What follows belongs to an exercise in optimizing a design on an open flow for small area, a short achievable clock period and few clock cycles; a production flow would make more cautious choices.
Function was checked by simulation only, so behaviour that the tests miss may differ from the original.

===== design/flow/config.mk =====
export PLATFORM = sky130hd
export DESIGN_NAME = Milestone_1
export DESIGN_NICKNAME = Milestone_1
export VERILOG_FILES = /design/flow/design.v
export SDC_FILE = /design/flow/constraint.sdc
export NUM_CORES = 4
export LEC_CHECK = 0
export CAP_MARGIN = 20
export CORE_MARGIN = 2
export CORE_UTILIZATION = 40
export SLEW_MARGIN = 20

===== design/flow/constraint.sdc =====
create_clock -name core_clock -period 14.0 [get_ports {Clock_50}]
set_input_delay 2.8000 -clock core_clock [delete_from_list [all_inputs] [get_ports {Clock_50}]]
set_output_delay 2.8000 -clock core_clock [all_outputs]
set_load 0.01 [all_outputs]

===== design/flow/design.v =====
`timescale 1ns/100ps
`default_nettype none
module Milestone_1 (
   input  logic            Clock_50,
   input  logic            Resetn, 
   input  logic            Initialize,
	input logic 	[15:0]   SRAM_read_data,
   output logic   [17:0]   SRAM_address,
   output logic   [15:0]   SRAM_write_data,
   output logic            SRAM_we_n,
	output logic 				sim_done
	);
typedef enum logic [6:0] {
	S_WAIT_FOR_PREVIOUS,
	S_LEAD_IN_START_1,
	S_2,
	S_3,
	S_4,
	S_5,
	S_6,
	S_7,
	S_8,
	S_9,
	S_10,
	S_11,
	S_12,
	S_13,
	S_14,
	S_15,
	S_16,
	S_17,
	S_18,
	S_LOOP_0,
	S_LOOP_1,
	S_LOOP_2,
	S_LOOP_3,
	S_LOOP_4,
	S_LOOP_5,
	S_LOOP_6,
	S_LOOP_7,
	S_LOOP_8,
	S_LOOP_9,
	S_LO_0,
	S_LO_1,
	S_LO_2,
	S_LO_3,
	S_LO_4,
	S_LO_5,
	S_LO_6,
	S_LO_7,
	S_LO_8,
	S_LO_9,
	S_LO_10,
	S_LO_11,
	S_LO_12,
	S_LO_13,
	S_LO_14,
	S_LO_15,
	S_LO_16,
	S_LO_17,
	S_LO_18,
	S_LO_19,
	S_LO_20,
	S_LO_21,
	S_LO_22,
	S_LO_23,
	S_LO_24,
	S_LO_25,
	S_LO_26,
	S_LO_27
} M1_state_type;
M1_state_type M1_state;
logic vga_enable;
logic [15:0] PIXEL_ROW_END;
logic [15:0] pixel_col_count;
logic data_req_flag;
logic UV_byte_flag;
logic [15:0] pixel_row_count;
logic [15:0] ee_high;
logic [15:0] ee_low;
logic [15:0] eo_high;
logic [15:0] eo_low;
logic [15:0] oo_high;
logic [15:0] oo_low;
logic [15:0] ee_buff;
logic [15:0] eo_buff;
logic [15:0] oo_buff;
logic [7:0] ee_high_writeout;
logic [7:0] oo_high_writeout;
logic [7:0] eo_high_writeout;
logic [7:0] ee_low_writeout;
logic [7:0] eo_low_writeout;
logic [7:0] oo_low_writeout;
logic [17:0] Y_sram_address;
logic [17:0] U_sram_address;
logic [17:0] V_sram_address;
logic [17:0] write_address;
logic [63:0] U_MAC;
logic [63:0] V_MAC;
logic [7:0] V_prime;
logic [7:0] U_prime;
logic [15:0] Y_data;
logic [15:0] U_data;
logic [15:0] V_data;
logic [15:0] V_data_buff;
logic [15:0] U_data_buff;
logic [7:0] UR[5:0]; 
logic [7:0] VR[5:0];
logic [31:0] a_result;
logic [31:0] b_result;
logic [31:0] c_result;
logic [31:0] a_IN1;
logic [31:0] a_IN2;
logic [31:0] b_IN1;
logic [31:0] b_IN2;
logic [31:0] c_IN1;
logic [31:0] c_IN2;
logic [31:0] a_result_buff;
logic [31:0] b_result_buff;
logic [31:0] c_result_buff;
assign a_result = a_IN1*a_IN2;
assign b_result = b_IN1*b_IN2;
assign c_result = c_IN1*c_IN2;
always @(posedge Clock_50 or negedge Resetn) begin
	if (~Resetn) begin
		pixel_row_count <= 0;
		pixel_col_count <= 0;
		PIXEL_ROW_END <= 320;
		M1_state <= S_WAIT_FOR_PREVIOUS;
		SRAM_address <= 0;
		SRAM_we_n <= 1;
		data_req_flag <= 0;
		UV_byte_flag <= 0;
		a_IN1 <= 0;
		a_IN2 <= 0;
		b_IN1 <= 0;
		b_IN2 <= 0;
		c_IN1 <= 0;
		c_IN2 <= 0;
		Y_sram_address <= 0;
		U_sram_address <= 38400;
		V_sram_address <= 57600;
		write_address <= 146944;
		Y_data <= 0;
		U_data <= 0;
		V_data <= 0;
		a_result_buff <= 0;
		b_result_buff <= 0;
		c_result_buff <= 0;
		VR[0]	<= 0;
		VR[1] <= 0;
		VR[2] <= 0;
		VR[3] <= 0;
		VR[4] <= 0;
		VR[5] <= 0;
		UR[0]	<= 0;
		UR[1] <= 0;
		UR[2] <= 0;
		UR[3] <= 0;
		UR[4] <= 0;
		UR[5] <= 0;
		ee_high <= 0;
		ee_low <= 0;
		eo_high <= 0;
		eo_low <= 0;
		oo_high <= 0;
		oo_low <= 0;
		ee_buff <= 0;
		eo_buff <= 0;
		oo_buff <= 0;
		sim_done <= 0;
		U_data_buff <= 0;
		V_data_buff <= 0;
		U_MAC <= 0;
		V_MAC <= 0;
		U_prime <= 0;
		V_prime <= 0;
		vga_enable <= 0;
	end else begin
		case(M1_state)
			S_WAIT_FOR_PREVIOUS: begin
				vga_enable <= 1;
				if(Initialize == 1) begin
					M1_state <= S_LEAD_IN_START_1;
					vga_enable <= 0;
				end
			end
			S_LEAD_IN_START_1: begin
				SRAM_address <= Y_sram_address;
				Y_sram_address <= Y_sram_address + 1'b1;
				SRAM_we_n <= 1'b1;
				M1_state <= S_2;
				pixel_row_count <= 0;
			end
			S_2: begin	 
				SRAM_address <= V_sram_address;
				V_sram_address <= V_sram_address + 1'b1;
				M1_state <= S_3;
			end
			S_3: begin   
				SRAM_address <= U_sram_address;
				U_sram_address <= U_sram_address + 1'b1;
				M1_state <= S_4;
			end
			S_4: begin  
				SRAM_address <= V_sram_address;
				V_sram_address <= V_sram_address + 1'b1;
				Y_data 		 <= SRAM_read_data;
				M1_state <= S_5;
			end
			S_5: begin  
				SRAM_address <= U_sram_address;
				U_sram_address <= U_sram_address + 1'b1;
				V_data 		 <= SRAM_read_data;
				VR[0]			 <= SRAM_read_data[15:8];
				M1_state <= S_6;
			end
			S_6: begin  
				U_data <= SRAM_read_data;
				UR[0]	 <= SRAM_read_data[15:8];
				VR[0]	<= V_data[15:8];
				VR[1] <= VR[0];
				a_IN1 <= 76284;
				a_IN2 <= Y_data[15:8] - 16;
				b_IN1 <= 104595;
				b_IN2 <= V_data[15:8] -128;
				c_IN1 <= 25624 ;
				c_IN2 <= SRAM_read_data[15:8] - 128;			
				M1_state <= S_7;
			end
			S_7: begin  
				UR[0]	<= U_data[15:8];
				UR[1] <= UR[0];
				VR[0]	<= V_data[15:8];
				VR[1] <= VR[0];
				VR[2] <= VR[1];
				V_data <= SRAM_read_data;
				V_data_buff <= V_data;
				ee_high <= ((a_result + b_result) >> 16);
				a_result_buff <= a_result;
				c_result_buff <= c_result;
				a_IN1 <= 53281;
				a_IN2 <= V_data[15:8] - 128;
				b_IN1 <= 132251;
				b_IN2 <= U_data[15:8] - 128;
				UV_byte_flag <= 1;
				M1_state <= S_8;
			end
			S_8: begin
				U_data <= SRAM_read_data;
				U_data_buff <= U_data;
				ee_low <= (a_result_buff - a_result - c_result_buff) >> 16;
				eo_high <= (a_result_buff + b_result) >> 16;
				b_result_buff <= b_result;
				UR[0]	<= U_data[15:8];
				UR[1] <= UR[0];
				UR[2] <= UR[1];
				VR[0]	<= V_data_buff[7:0];
				VR[1] <= VR[0];
				VR[2] <= VR[1];
				VR[3] <= VR[2];
				M1_state <= S_9;
			end
			S_9: begin
				UR[0]	<= U_data_buff[7:0];
				UR[1] <= UR[0];
				UR[2] <= UR[1];
				UR[3] <= UR[2];
				VR[0]	<= V_data[15:8];
				VR[1] <= VR[0];
				VR[2] <= VR[1];
				VR[3] <= VR[2];
				VR[4] <= VR[3];
				SRAM_we_n <= 1'b0;
				SRAM_address <= write_address;
				SRAM_write_data <= {ee_high_writeout, ee_low_writeout};
				write_address <= write_address + 18'b1;
				pixel_row_count <= pixel_row_count + 1;
				M1_state <= S_10;
			end
			S_10: begin
				SRAM_we_n <= 1'b1;
				UR[0]	<= U_data[15:8];
				UR[1] <= UR[0];
				UR[2] <= UR[1];
				UR[3] <= UR[2];
				UR[4] <= UR[3];
				VR[0]	<= V_data[7:0];
				VR[1] <= VR[0];
				VR[2] <= VR[1];
				VR[3] <= VR[2];
				VR[4] <= VR[3];
				VR[5] <= VR[4];
				M1_state <= S_11;
			end
			S_11: begin
				UR[0]	<= U_data[7:0];
				UR[1] <= UR[0];
				UR[2] <= UR[1];
				UR[3] <= UR[2];
				UR[4] <= UR[3];
				UR[5] <= UR[4];
				a_IN1 <= 21;
				a_IN2 <= VR[5];
				b_IN1 <= 52;
				b_IN2 <= VR[4];
				c_IN1 <= 159 ;
				c_IN2 <= VR[3];		
				M1_state <= S_12;
			end
			S_12: begin
				V_MAC <= a_result - b_result + c_result;
				a_IN1 <= 159;
				a_IN2 <= VR[2];
				b_IN1 <= 52;
				b_IN2 <= VR[1];
				c_IN1 <= 21;
				c_IN2 <= VR[0];
				M1_state <= S_13;
			end
			S_13: begin
				V_prime <= (V_MAC + a_result - b_result + c_result + 128) >> 8;
				a_IN1 <= 21;
				a_IN2 <= UR[5];
				b_IN1 <= 52;
				b_IN2 <= UR[4];
				c_IN1 <= 159 ;
				c_IN2 <= UR[3];		
				M1_state <= S_14;
			end
			S_14: begin
				U_MAC <= a_result - b_result + c_result;
				a_IN1 <= 159;
				a_IN2 <= UR[2];
				b_IN1 <= 52;
				b_IN2 <= UR[1];
				c_IN1 <= 21;
				c_IN2 <= UR[0];
				M1_state <= S_15;
			end
			S_15: begin
				SRAM_address <= Y_sram_address;
				Y_sram_address <= Y_sram_address + 1'b1;
				U_prime <= (U_MAC + a_result - b_result + c_result + 128) >> 8;
				a_IN1 <= 76284;
				a_IN2 <= Y_data[7:0] - 16;
				b_IN1 <= 104595;
				b_IN2 <= V_prime - 128;
				c_IN1 <= 25624 ;
				c_IN2 <= ((U_MAC + a_result - b_result + c_result + 128) >> 8) - 128;			
				M1_state <= S_16;
			end
			S_16: begin
				M1_state <= S_17;
			end
			S_17: begin
				a_IN1 <= 76284;
				a_IN2 <= Y_data[7:0] - 16;
				b_IN1 <= 104595;
				b_IN2 <= V_prime - 128;
				c_IN1 <= 25624 ;
				c_IN2 <= U_prime - 128;		
				SRAM_address <= V_sram_address;
				V_sram_address <= V_sram_address + 1'b1;
				M1_state <= S_18;
			end
			S_18: begin		
				data_req_flag <= 1;
				Y_data <= SRAM_read_data;		
				eo_low <= ((a_result + b_result) >> 16);
				a_result_buff <= a_result;
				c_result_buff <= c_result;
				a_IN1 <= 53281;
				a_IN2 <= V_prime - 128;
				b_IN1 <= 132251;
				b_IN2 <= U_prime - 128;
				M1_state <= S_LOOP_0;
			end
			S_LOOP_0: begin
				oo_high <= (a_result_buff - a_result - c_result_buff) >> 16;
				oo_low <= (a_result_buff + b_result) >> 16;
				if (data_req_flag == 1) begin
					SRAM_address <= U_sram_address;
					U_sram_address <= U_sram_address + 1;
				end
				if( UV_byte_flag == 0) begin
					b_IN2 <= V_data_buff[15:8] - 128;
					c_IN2 <= U_data_buff[15:8] - 128;	
				end else begin
					b_IN2 <= V_data_buff[7:0] - 128;
					c_IN2 <= U_data_buff[7:0] - 128;	
				end
				a_IN1 <= 76284;
				a_IN2 <= Y_data[15:8] - 16;
				b_IN1 <= 104595;
				c_IN1 <= 25624;
				M1_state <= S_LOOP_1;
			end
			S_LOOP_1: begin
				ee_high <= ((a_result + b_result) >> 16);
				SRAM_we_n <= 0;
				SRAM_address <= write_address;
				write_address <= write_address + 1;
				SRAM_write_data <= {eo_high_writeout, eo_low_writeout};
				pixel_row_count <= pixel_row_count + 1;
				if (data_req_flag == 1) begin
					V_data <= SRAM_read_data;
					V_data_buff <= V_data;
					VR[0]	<= SRAM_read_data[15:8];
					VR[1] <= VR[0];
					VR[2] <= VR[1];
					VR[3] <= VR[2];
					VR[4] <= VR[3];
					VR[5] <= VR[4];
				end
				a_result_buff <= a_result;
				c_result_buff <= c_result;
				if(UV_byte_flag == 0) begin
					a_IN2 <= V_data_buff[15:8] - 128;
					b_IN2 <= U_data_buff[15:8] - 128;
					UV_byte_flag <= 1;
				end else begin
					a_IN2 <= V_data_buff[7:0] - 128;
					b_IN2 <= U_data_buff[7:0] - 128;			
					UV_byte_flag <= 0;
				end
				a_IN1 <= 53281;
				b_IN1 <= 132251;
				M1_state <= S_LOOP_2;
			end
			S_LOOP_2: begin
				ee_low <= (a_result_buff - a_result - c_result_buff) >> 16;
				eo_high <= (a_result_buff + b_result) >> 16;
				SRAM_we_n <= 0;
				SRAM_address <= write_address;
				write_address <= write_address + 1;
				SRAM_write_data <= {oo_high_writeout, oo_low_writeout};
				pixel_row_count <= pixel_row_count + 1;
				a_IN1 <= 21;
				a_IN2 <= VR[5];
				b_IN1 <= 52;
				b_IN2 <= VR[4];
				c_IN1 <= 159 ;
				c_IN2 <= VR[3];		
				M1_state <= S_LOOP_3;
			end
			S_LOOP_3: begin
				V_MAC <= a_result - b_result + c_result;
				if (data_req_flag == 1) begin
					U_data_buff <= U_data;
					U_data <= SRAM_read_data;	
					UR[0]	<= SRAM_read_data[15:8];
					UR[1] <= UR[0];
					UR[2] <= UR[1];
					UR[3] <= UR[2];
					UR[4] <= UR[3];
					UR[5] <= UR[4];
				end
				a_IN1 <= 159;
				a_IN2 <= VR[2];
				b_IN1 <= 52;
				b_IN2 <= VR[1];
				c_IN1 <= 21;
				c_IN2 <= VR[0];
				SRAM_we_n <= 0;
				SRAM_address <= write_address;
				write_address <= write_address + 1;
				SRAM_write_data <= {ee_high_writeout, ee_low_writeout};
				pixel_row_count <= pixel_row_count + 1;
				M1_state <= S_LOOP_4;
			end
			S_LOOP_4: begin
				V_prime <= (V_MAC + a_result - b_result + c_result + 128) >> 8;				
				SRAM_we_n <= 1;
				SRAM_address <= Y_sram_address;
				Y_sram_address <= Y_sram_address + 1;
				if (data_req_flag == 1) begin
					VR[0]	<= V_data[7:0];
					VR[1] <= VR[0];
					VR[2] <= VR[1];
					VR[3] <= VR[2];
					VR[4] <= VR[3];
					VR[5] <= VR[4];
				end
				a_IN1 <= 21;
				a_IN2 <= UR[5];
				b_IN1 <= 52;
				b_IN2 <= UR[4];
				c_IN1 <= 159 ;
				c_IN2 <= UR[3];
				M1_state <= S_LOOP_5;
			end			
			S_LOOP_5: begin
				U_MAC <= a_result - b_result + c_result;
				a_IN1 <= 159;
				a_IN2 <= UR[2];
				b_IN1 <= 52;
				b_IN2 <= UR[1];
				c_IN1 <= 21;
				c_IN2 <= UR[0];
				M1_state <= S_LOOP_6;
			end	
			S_LOOP_6: begin
				if( data_req_flag == 0) begin
					SRAM_address <= V_sram_address;
					V_sram_address <= V_sram_address + 1;
				end
				U_prime <= (U_MAC + a_result - b_result + c_result + 128) >> 8;			
				if (data_req_flag == 1) begin
					UR[0]	<= U_data[7:0];
					UR[1] <= UR[0];
					UR[2] <= UR[1];
					UR[3] <= UR[2];
					UR[4] <= UR[3];
					UR[5] <= UR[4];				
				end
				a_IN1 <= 76284;
				a_IN2 <= Y_data[7:0] - 16;
				b_IN1 <= 104595;
				b_IN2 <= V_prime - 128;
				c_IN1 <= 25624 ;
				c_IN2 <= ((U_MAC + a_result - b_result + c_result + 128) >> 8) - 128;	
				M1_state <= S_LOOP_7;
			end	
			S_LOOP_7: begin
				Y_data <= SRAM_read_data;
				eo_low <= ((a_result + b_result) >> 16);
				a_result_buff <= a_result;
				c_result_buff <= c_result;
				a_IN1 <= 53281;
				a_IN2 <= V_prime - 128;
				b_IN1 <= 132251;
				b_IN2 <= U_prime - 128;
				data_req_flag <= ~data_req_flag;
				if(pixel_row_count < 468) begin
					M1_state <= S_LOOP_0;
				end else begin
					M1_state <= S_LO_0;
				end
			end		
			S_LO_0: begin
				oo_high <= (a_result_buff - a_result - c_result_buff) >> 16;
				oo_low <= (a_result_buff + b_result) >> 16;
				a_IN1 <= 76284;
				a_IN2 <= Y_data[15:8] - 16;
				b_IN1 <= 104595;
				b_IN2 <= V_data_buff[7:0] - 128;
				c_IN1 <= 25624;
				c_IN2 <= U_data_buff[7:0] - 128;	
				VR[0]	<= VR[0];
				VR[1] <= VR[0];
				VR[2] <= VR[1];
				VR[3] <= VR[2];
				VR[4] <= VR[3];
				VR[5] <= VR[4];
				M1_state <= S_LO_1;
			end
			S_LO_1: begin
				UR[0]	<= UR[0];
				UR[1] <= UR[0];
				UR[2] <= UR[1];
				UR[3] <= UR[2];
				UR[4] <= UR[3];
				UR[5] <= UR[4];
				ee_high <= ((a_result + b_result) >> 16);
				SRAM_we_n <= 0;
				SRAM_address <= write_address;
				write_address <= write_address + 1;
				SRAM_write_data <= {eo_high_writeout, eo_low_writeout};
				pixel_row_count <= pixel_row_count + 1;
				a_result_buff <= a_result;
				c_result_buff <= c_result;
				a_IN1 <= 53281;
				a_IN2 <= V_data_buff[7:0] - 128;
				b_IN1 <= 132251;
				b_IN2 <= U_data_buff[7:0] - 128;
				M1_state <= S_LO_2;
			end
			S_LO_2: begin
				ee_low <= (a_result_buff - a_result - c_result_buff) >> 16;
				eo_high <= (a_result_buff + b_result) >> 16;
				SRAM_we_n <= 0;
				SRAM_address <= write_address;
				write_address <= write_address + 1;
				SRAM_write_data <= {oo_high_writeout, oo_low_writeout};
				pixel_row_count <= pixel_row_count + 1;
				a_IN1 <= 21;
				a_IN2 <= VR[5];
				b_IN1 <= 52;
				b_IN2 <= VR[4];
				c_IN1 <= 159 ;
				c_IN2 <= VR[3];		
				M1_state <= S_LO_3;
			end
			S_LO_3: begin
				V_MAC <= a_result - b_result + c_result;
				a_IN1 <= 159;
				a_IN2 <= VR[2];
				b_IN1 <= 52;
				b_IN2 <= VR[1];
				c_IN1 <= 21;
				c_IN2 <= VR[0];
				SRAM_we_n <= 0;
				SRAM_address <= write_address;
				write_address <= write_address + 1;
				SRAM_write_data <= {ee_high_writeout, ee_low_writeout};
				pixel_row_count <= pixel_row_count + 1;
				M1_state <= S_LO_4;
			end
			S_LO_4: begin
				SRAM_we_n <= 1;
				V_prime <= (V_MAC + a_result - b_result + c_result + 128) >> 8;				
				a_IN1 <= 21;
				a_IN2 <= UR[5];
				b_IN1 <= 52;
				b_IN2 <= UR[4];
				c_IN1 <= 159 ;
				c_IN2 <= UR[3];
				SRAM_address <= Y_sram_address;
				Y_sram_address <= Y_sram_address + 1;
				M1_state <= S_LO_5;
			end
			S_LO_5: begin
				U_MAC <= a_result - b_result + c_result;
				a_IN1 <= 159;
				a_IN2 <= UR[2];
				b_IN1 <= 52;
				b_IN2 <= UR[1];
				c_IN1 <= 21;
				c_IN2 <= UR[0];
				M1_state <= S_LO_6;
			end
			S_LO_6: begin
				U_prime <= (U_MAC + a_result - b_result + c_result + 128) >> 8;			
				a_IN1 <= 76284;
				a_IN2 <= Y_data[7:0] - 16;
				b_IN1 <= 104595;
				b_IN2 <= V_prime - 128;
				c_IN1 <= 25624 ;
				c_IN2 <= ((U_MAC + a_result - b_result + c_result + 128) >> 8) - 128;	
				M1_state <= S_LO_7;
			end
			S_LO_7: begin
				Y_data <= SRAM_read_data;
				eo_low <= ((a_result + b_result) >> 16);
				a_result_buff <= a_result;
				c_result_buff <= c_result;
				a_IN1 <= 53281;
				a_IN2 <= V_prime - 128;
				b_IN1 <= 132251;
				b_IN2 <= U_prime - 128;
				M1_state <= S_LO_8;
			end
			S_LO_8: begin  
				oo_high <= (a_result_buff - a_result - c_result_buff) >> 16;
				oo_low <= (a_result_buff + b_result) >> 16;
				a_IN1 <= 76284;
				a_IN2 <= Y_data[15:8] - 16;
				b_IN1 <= 104595;
				b_IN2 <= V_data[15:8] - 128;
				c_IN1 <= 25624;
				c_IN2 <= U_data[15:8] - 128;	
				VR[0]	<= VR[0];
				VR[1] <= VR[0];
				VR[2] <= VR[0];
				VR[3] <= VR[2];
				VR[4] <= VR[3];
				VR[5] <= VR[4];
				M1_state <= S_LO_9;
			end
			S_LO_9: begin  
				ee_high <= ((a_result + b_result) >> 16);	
				SRAM_we_n <= 0;
				SRAM_address <= write_address;
				write_address <= write_address + 1;
				SRAM_write_data <= {eo_high_writeout, eo_low_writeout};
				pixel_row_count <= pixel_row_count + 1;
				a_result_buff <= a_result;
				c_result_buff <= c_result;
				a_IN1 <= 53281;
				a_IN2 <= V_data[15:8] - 128;
				b_IN1 <= 132251;
				b_IN2 <= U_data[15:8] - 128;
				UR[0]	<= UR[0];
				UR[1] <= UR[0];
				UR[2] <= UR[0];
				UR[3] <= UR[2];
				UR[4] <= UR[3];
				UR[5] <= UR[4];
				M1_state <= S_LO_10;
			end
			S_LO_10: begin  
				ee_low <= (a_result_buff - a_result - c_result_buff) >> 16;
				eo_high <= (a_result_buff + b_result) >> 16;
				SRAM_we_n <= 0;
				SRAM_address <= write_address;
				write_address <= write_address + 1;
				SRAM_write_data <= {oo_high_writeout, oo_low_writeout};
				pixel_row_count <= pixel_row_count + 1;
				a_IN1 <= 21;
				a_IN2 <= VR[5];
				b_IN1 <= 52;
				b_IN2 <= VR[4];
				c_IN1 <= 159 ;
				c_IN2 <= VR[3];	
				M1_state <= S_LO_11;
			end
			S_LO_11: begin  
				V_MAC <= a_result - b_result + c_result;
				a_IN1 <= 159;
				a_IN2 <= VR[2];
				b_IN1 <= 52;
				b_IN2 <= VR[1];
				c_IN1 <= 21;
				c_IN2 <= VR[0];
				SRAM_we_n <= 0;
				SRAM_address <= write_address;
				write_address <= write_address + 1;
				SRAM_write_data <= {ee_high_writeout, ee_low_writeout};
				pixel_row_count <= pixel_row_count + 1;
				M1_state <= S_LO_12;
			end
			S_LO_12: begin  
				SRAM_we_n <= 1;
				V_prime <= (V_MAC + a_result - b_result + c_result + 128) >> 8;				
				a_IN1 <= 21;
				a_IN2 <= UR[5];
				b_IN1 <= 52;
				b_IN2 <= UR[4];
				c_IN1 <= 159 ;
				c_IN2 <= UR[3];
				SRAM_address <= Y_sram_address;
				Y_sram_address <= Y_sram_address + 1;
				M1_state <= S_LO_13;
			end
			S_LO_13: begin  
				U_MAC <= a_result - b_result + c_result;
				a_IN1 <= 159;
				a_IN2 <= UR[2];
				b_IN1 <= 52;
				b_IN2 <= UR[1];
				c_IN1 <= 21;
				c_IN2 <= UR[0];
				M1_state <= S_LO_14;
			end
			S_LO_14: begin  
				U_prime <= (U_MAC + a_result - b_result + c_result + 128) >> 8;			
				a_IN1 <= 76284;
				a_IN2 <= Y_data[7:0] - 16;
				b_IN1 <= 104595;
				b_IN2 <= V_prime - 128;
				c_IN1 <= 25624 ;
				c_IN2 <= ((U_MAC + a_result - b_result + c_result + 128) >> 8) - 128;	
				M1_state <= S_LO_15;
			end
			S_LO_15: begin  
				Y_data <= SRAM_read_data;
				eo_low <= ((a_result + b_result) >> 16);
				a_result_buff <= a_result;
				c_result_buff <= c_result;
				a_IN1 <= 53281;
				a_IN2 <= V_prime - 128;
				b_IN1 <= 132251;
				b_IN2 <= U_prime - 128;
				M1_state <= S_LO_16;
			end
			S_LO_16: begin  
				oo_high <= (a_result_buff - a_result - c_result_buff) >> 16;
				oo_low <= (a_result_buff + b_result) >> 16;
				a_IN1 <= 76284;
				a_IN2 <= Y_data[15:8] - 16;
				b_IN1 <= 104595;
				b_IN2 <= V_data[7:0] - 128;
				c_IN1 <= 25624;
				c_IN2 <= U_data[7:0] - 128;	
				VR[0]	<= VR[0];
				VR[1] <= VR[0];
				VR[2] <= VR[0];
				VR[3] <= VR[0];
				VR[4] <= VR[3];
				VR[5] <= VR[4];
				M1_state <= S_LO_17;
			end
			S_LO_17: begin  
				ee_high <= ((a_result + b_result) >> 16);	
				SRAM_we_n <= 0;
				SRAM_address <= write_address;
				write_address <= write_address + 1;
				SRAM_write_data <= {eo_high_writeout, eo_low_writeout};
				pixel_row_count <= pixel_row_count + 1;
				a_result_buff <= a_result;
				c_result_buff <= c_result;
				a_IN1 <= 53281;
				a_IN2 <= V_data[7:0] - 128;
				b_IN1 <= 132251;
				b_IN2 <= U_data[7:0] - 128;
				UR[0]	<= UR[0];
				UR[1] <= UR[0];
				UR[2] <= UR[0];
				UR[3] <= UR[0];
				UR[4] <= UR[3];
				UR[5] <= UR[4];
				M1_state <= S_LO_18;
			end
			S_LO_18: begin  
				ee_low <= (a_result_buff - a_result - c_result_buff) >> 16;
				eo_high <= (a_result_buff + b_result) >> 16;
				SRAM_we_n <= 0;
				SRAM_address <= write_address;
				write_address <= write_address + 1;
				SRAM_write_data <= {oo_high_writeout, oo_low_writeout};
				pixel_row_count <= pixel_row_count + 1;
				a_IN1 <= 21;
				a_IN2 <= VR[5];
				b_IN1 <= 52;
				b_IN2 <= VR[4];
				c_IN1 <= 159 ;
				c_IN2 <= VR[3];		
				M1_state <= S_LO_19;
			end
			S_LO_19: begin  
				V_MAC <= a_result - b_result + c_result;
				a_IN1 <= 159;
				a_IN2 <= VR[2];
				b_IN1 <= 52;
				b_IN2 <= VR[1];
				c_IN1 <= 21;
				c_IN2 <= VR[0];
				SRAM_we_n <= 0;
				SRAM_address <= write_address;
				write_address <= write_address + 1;
				SRAM_write_data <= {ee_high_writeout, ee_low_writeout};
				pixel_row_count <= pixel_row_count + 1;
				M1_state <= S_LO_20;
			end
			S_LO_20: begin  
				SRAM_we_n <= 1;
				V_prime <= (V_MAC + a_result - b_result + c_result + 128) >> 8;				
				a_IN1 <= 21;
				a_IN2 <= UR[5];
				b_IN1 <= 52;
				b_IN2 <= UR[4];
				c_IN1 <= 159 ;
				c_IN2 <= UR[3];
				M1_state <= S_LO_21;
			end
			S_LO_21: begin  
				U_MAC <= a_result - b_result + c_result;
				a_IN1 <= 159;
				a_IN2 <= UR[2];
				b_IN1 <= 52;
				b_IN2 <= UR[1];
				c_IN1 <= 21;
				c_IN2 <= UR[0];
				M1_state <= S_LO_22;
			end
			S_LO_22: begin  
				U_prime <= (U_MAC + a_result - b_result + c_result + 128) >> 8;			
				a_IN1 <= 76284;
				a_IN2 <= Y_data[7:0] - 16;
				b_IN1 <= 104595;
				b_IN2 <= V_prime - 128;
				c_IN1 <= 25624 ;
				c_IN2 <= ((U_MAC + a_result - b_result + c_result + 128) >> 8) - 128;	
				M1_state <= S_LO_23;
			end
			S_LO_23: begin  
				eo_low <= ((a_result + b_result) >> 16);
				a_result_buff <= a_result;
				c_result_buff <= c_result;
				a_IN1 <= 53281;
				a_IN2 <= V_prime - 128;
				b_IN1 <= 132251;
				b_IN2 <= U_prime - 128;
				M1_state <= S_LO_24;
			end
			S_LO_24: begin  
				oo_high <= (a_result_buff - a_result - c_result_buff) >> 16;
				oo_low <= (a_result_buff + b_result) >> 16;
				M1_state <= S_LO_25;
			end
			S_LO_25: begin  
				ee_high <= ((a_result + b_result) >> 16);	
				SRAM_we_n <= 0;
				SRAM_address <= write_address;
				write_address <= write_address + 1;
				SRAM_write_data <= {eo_high_writeout, eo_low_writeout};
				pixel_row_count <= pixel_row_count + 1;
				M1_state <= S_LO_26;
			end
			S_LO_26: begin 
				ee_low <= (a_result_buff - a_result - c_result_buff) >> 16;
				eo_high <= (a_result_buff + b_result) >> 16;
				SRAM_we_n <= 0;
				SRAM_address <= write_address;
				write_address <= write_address + 1;
				SRAM_write_data <= {oo_high_writeout, oo_low_writeout};
				pixel_row_count <= pixel_row_count + 1;
				M1_state <= S_LO_27;
			end
			S_LO_27: begin 
				SRAM_we_n <= 1;
			V_sram_address <= V_sram_address - 1;
				if (pixel_col_count == 239) begin
					vga_enable <= 1;
					sim_done <= 1;
					M1_state <= S_WAIT_FOR_PREVIOUS;
				end else begin
					pixel_col_count <= pixel_col_count + 1;
					M1_state <= S_LEAD_IN_START_1;
				end
				VR[0]	<= 0;
				VR[1] <= 0;
				VR[2] <= 0;
				VR[3] <= 0;
				VR[4] <= 0;
				VR[5] <= 0;
				UR[0]	<= 0;
				UR[1] <= 0;
				UR[2] <= 0;
				UR[3] <= 0;
				UR[4] <= 0;
				UR[5] <= 0;
				Y_data <= 0;
				U_data <= 0;
				V_data <= 0;
				U_data_buff <= 0;
				V_data_buff <= 0;
			end
		endcase
	end
end
always_comb begin
	if (ee_high[15] == 1)		ee_high_writeout = 8'd0;
	else if (|ee_high[15:8])	ee_high_writeout = 8'hff;
	else								ee_high_writeout = ee_high[7:0];
	if (ee_low[15] == 1)			ee_low_writeout = 8'd0;
	else if (|ee_low[15:8])		ee_low_writeout = 8'hff;
	else								ee_low_writeout = ee_low[7:0];
	if (eo_high[15] == 1)		eo_high_writeout = 8'd0;
	else if (|eo_high[15:8])	eo_high_writeout = 8'hff;
	else								eo_high_writeout = eo_high[7:0];
	if (eo_low[15] == 1)			eo_low_writeout = 8'd0;
	else if (|eo_low[15:8])		eo_low_writeout = 8'hff;
	else								eo_low_writeout = eo_low[7:0];
	if (oo_high[15] == 1)		oo_high_writeout = 8'd0;
	else if (|oo_high[15:8])	oo_high_writeout = 8'hff;
	else								oo_high_writeout = oo_high[7:0];
	if (oo_low[15] == 1)			oo_low_writeout = 8'd0;
	else if (|oo_low[15:8])		oo_low_writeout = 8'hff;
	else								oo_low_writeout = oo_low[7:0];
end
endmodule

===== design/flow/run.sh =====
#!/bin/bash
# synth_recipe.tcl (not shown) runs the flow's synth.tcl, then flattens the netlist and writes it again
# the make line also repeats each setting of config.mk as NAME=value (left out here)
make -C /OpenROAD-flow-scripts/flow DESIGN_CONFIG=/design/flow/config.mk WORK_HOME=/design/flow/orfs CLKGATE_MAP_FILE= SYNTH_SCRIPT=/design/flow/synth_recipe.tcl finish

==> run_results.csv <==
group,metric,value,unit
setup_path,reg2reg_depth,42,
drt,drt-wirelength-per-cell,20.1,µm
floorplan,core_region_area,0.165,mm²
timing,worstMarginPinSlew,1210,ps
clock_tree,numCtsBuffers,76,
place,placed_cell_area,0.0697,mm²
drt,detail_route.drc_violations,0,
setup_path,crit_path_max_fanout,14,
worst_hold_path,hold-path-endpoint,"sim_done",
global_route,grt_pass1_wl,304000,µm
setup_path,timing.critical_path.required,14560,ps
drt,vias,51583,
global_route,grt_start_max_net_pins,143,
synthesis,postSynthCellCount,7365,
timing,achievable-frequency,78.6,MHz
drt,antenna_left,0,
clock_tree,cts-root-to-sink-buffers,3,
clock_tree,tritoncts_num_sinks,623,
synthesis,synthesis.yosys.warnings,3,
setup_path,reg2reg_from,"b_IN1[7]",
setup_path,cp-start-kind,"flop",
worst_hold_path,hp-class,"reg -> reg",
clock_tree,cts_resized,0,
global_route,grt_antenna_before_repair,5,
synthesis,syn-cell-area,0.0665,mm²
synthesis,post_synth_num_cell_types,101,
place,io_buffer_count,54,
status,status,"finished clean",
timing,timing.final.setup_violations,0,
global_route,number_of_global_route_vias_before_repair,52248,
drt,drt_pass1_iterations,11,
setup_path,rr_endpoint,"c_IN2[31]",
clock_tree,cts_tree,"built",
final_layout,num-fill-cells,16115,
floorplan,fp-row-count,149,
floorplan,initial_utilization,0.403,
timing,final.setup_skew,89.1,ps
final_layout,final-seq-area,0.0157,mm²
setup_path,cp_data_arrival_time,13290,ps
synthesis,synth_sequential_area_ratio,0.236,
clock_tree,clock_insertion_delay_worst_skew,740,ps
worst_hold_path,hold_path_depth,1,
synthesis,mapped_nets,8855,
setup_path,critical_path.slowest_cell,"dfrtp_1",
synthesis,synth_async_sr_flop_share,0.974,
setup_path,critPathCaptureType,"flop",
floorplan,die-width,412,µm
timing,fin_setup_tns,0,ps
setup_path,worst_path_largest_cell_delay,660,ps
clock_tree,cts-htree-levels,3,
global_route,globalRouteTotalUtil,0.229,
synthesis,synth_top_area_cell,"dfrtp_1",
clock_tree,cts_hold_buffers,0,
setup_path,crit_path_frequent_cell,"fa_1",
timing,max-slew-margin-rel,0.189,
place,place_congestion,0.940,
timing,finalCritPeriodShare,0.909,
floorplan,die_h,412,µm
job,maxCapViolations,0,
drt,drt_first_iter_violations,4473,
final_layout,multi_input_area,0.0456,mm²
worst_hold_path,worst_hold_startpoint,"sim_done",
clock_tree,post-cts-setup-buffers,0,
timing,final-max-slew-violation-count,0,
synthesis,ys.flop_type,"dfrtp_1",
place,dp_hpwl,157000,µm
global_route,grt-ovfl-total,0,
final_layout,areaGrowthSynthToFinish,9.01,%
drt,wl,193000,µm
setup_path,reg2reg_setup_slack,1270,ps
timing,period_needed,12730,ps
floorplan,floorplan.die_area,0.169,mm²
final_layout,stdcell_area,0.0725,mm²
synthesis,share_of_the_synthesized_area_in_the_top_cell_type,0.223,
floorplan,io-pin-count,55,
clock_tree,clkTransAtPathRegs,60,ps
synthesis,avgSynthCellArea,9.03,µm²
timing,grt_setup_unrepaired,"false",
timing,hold_viol_final,0,
setup_path,path_class,"reg -> reg",
final_layout,finish.net_count,8846,
drt,number_of_vias_per_cell_after_detailed_routing,5.37,
final_layout,fraction_of_final_layout_cells_with_drive_strength_greater_than_1,0.0473,
synthesis,synth_top_cells_by_area,"dfrtp_1, fa_1, ha_1, inv_1, nand2_1",
synthesis,synth-edff-count,16,
synthesis,postSynthRegisterBits,623,
clock_tree,cts-root-buf,"clkbuf_16",
-- metrics by stage --
step                       util  instances  hold slack, ps  setup WS (ps)
after global placement    0.423       9467             449           1550
after global routing      0.439       9607             497            431
after CTS                 0.439       9607             468           1350
final                     0.439       9609             461           1270
after floorplan               -       7365             433           2850
after detailed placement  0.423       9467             447           1450
-- final cells by class --
class                           instances  area share
Tap cell                             2189      0.0378
Clock inverter                         35     0.00787
Antenna cell                            2   0.0000691
Timing Repair Buffer                  139      0.0165
Clock buffer                          105      0.0301
Sequential cell                       623       0.217
Inverter                             1201      0.0622
Multi-Input combinational cell       5315       0.629
-- worst max-delay path by stage --
stage                     slack [ps]   endpoint       from  cells past startpoint
after global placement          1550  c_IN2[31]  a_IN1[13]                     43
after CTS                       1350  c_IN2[31]  a_IN2[30]                     43
after detailed placement        1450  c_IN2[31]  a_IN2[30]                     43
after global routing             430  c_IN2[31]  a_IN1[13]                     43
final                           1270  c_IN2[31]   b_IN1[7]                     42
after floorplan                 2850  c_IN2[23]  a_IN2[30]                     42
-- cell usage after synthesis (all sizes together) (15+ instances only) --
cell type,count
inv,1201
nand2,892
ha,853
fa,618
dfrtp,592
o21ai,482
nor2,349
a21oi,302
xnor2,266
clkbuf,202
and2,182
nand3,168
xor2,120
a21o,108
nor3,77
a222oi,63
nand2b,53
a31oi,50
and3,48
o21a,47
mux2,46
mux2i,45
a22oi,44
nor2b,37
nand4,36
a211oi,35
o21bai,33
nor4,32
o31ai,30
buf,24
o2111ai,24
a221oi,23
a21boi,21
o211ai,21
or3,20
a2111oi,16
edfxtp,16
or2,16
dfstp,15
-- placed cells by master (no fill, tap or decap), drive strengths merged, types with 50 or more instances in the layout --
cell type	count
inv	1205
nand2	892
ha	853
fa	618
dfrtp	592
o21ai	482
nor2	349
a21oi	302
xnor2	266
and2	182
nand3	168
xor2	120
a21o	108
clkbuf	105
buf	86
nor3	77
a222oi	63
clkdlybuf4s50	53
nand2b	53
a31oi	50
-- state kept, by name, summed over array words and instances, names as in the netlist, 18 cells and up --
signal and count:
c_IN2 32, SRAM_address 18, c_result_buff 32, write_address 18, a_result_buff 32, UR 48
Y_sram_address 18, V_sram_address 18, U_sram_address 18, U_MAC 40, VR 48
-- routing by layer --
layer,GRT usage,share of wire
met5,0,0.000067
met2,0.368,0.46
met1,0.317,0.45
met3,0.0321,0.053
met4,0.0772,0.036
-- kinds of logic (layout without fill, tap and decap cells) --
group                      count (synthesis)  count (layout)  synth area share
DFF                                      623             623             0.236
buffers and inverters                   1427            1480            0.0806
and+or+nand+nor                         1957            1957             0.135
muxes                                     91              91            0.0146
AOI/OAI and AO/OA                       1402            1402             0.135
xor gates and xnor gates                 388             388            0.0518
adders and majority gates               1475            1475             0.347
other                                      2               4          0.000113
-- critical path: cells and delay by family (launching register included) --
| kind | cells | cell delay (ps) |
|---|---|---|
| buf+inv | 6 | 700 |
| flops | 1 | 660 |
| compound gates | 15 | 3170 |
| fa+ha+maj | 12 | 5250 |
| simple gates | 6 | 1440 |
| xor+xnor | 3 | 1310 |
Testbench counts, summed over its fixed seeds: cycles 1,242,248.

==> re-timing with driven ports <==
How much do the figures lean on ideal ports? The routed layout below was timed once more, with nothing changed but the port constraints. Step 1 assumes that a clkbuf_16 drives the clock port and a buf_2 every other input. Step 2 times the ports against the registers' clock, not the clock port: input delays grow and output delays shrink by t, the midpoint of the rising clock arrivals with the driver on. Three values: no drivers, after step 1, after step 2; two values: the first two.
t, ns: 0.776
setup WS [ns]: 1.272 / 1.272 / 1.272
latest minus earliest clock arrival (ns): 0.093 / 0.094
After both steps this run still meets setup and hold. The setup slack of this run moves by 0.000 ns with the drivers and by 0.000 ns with both steps.
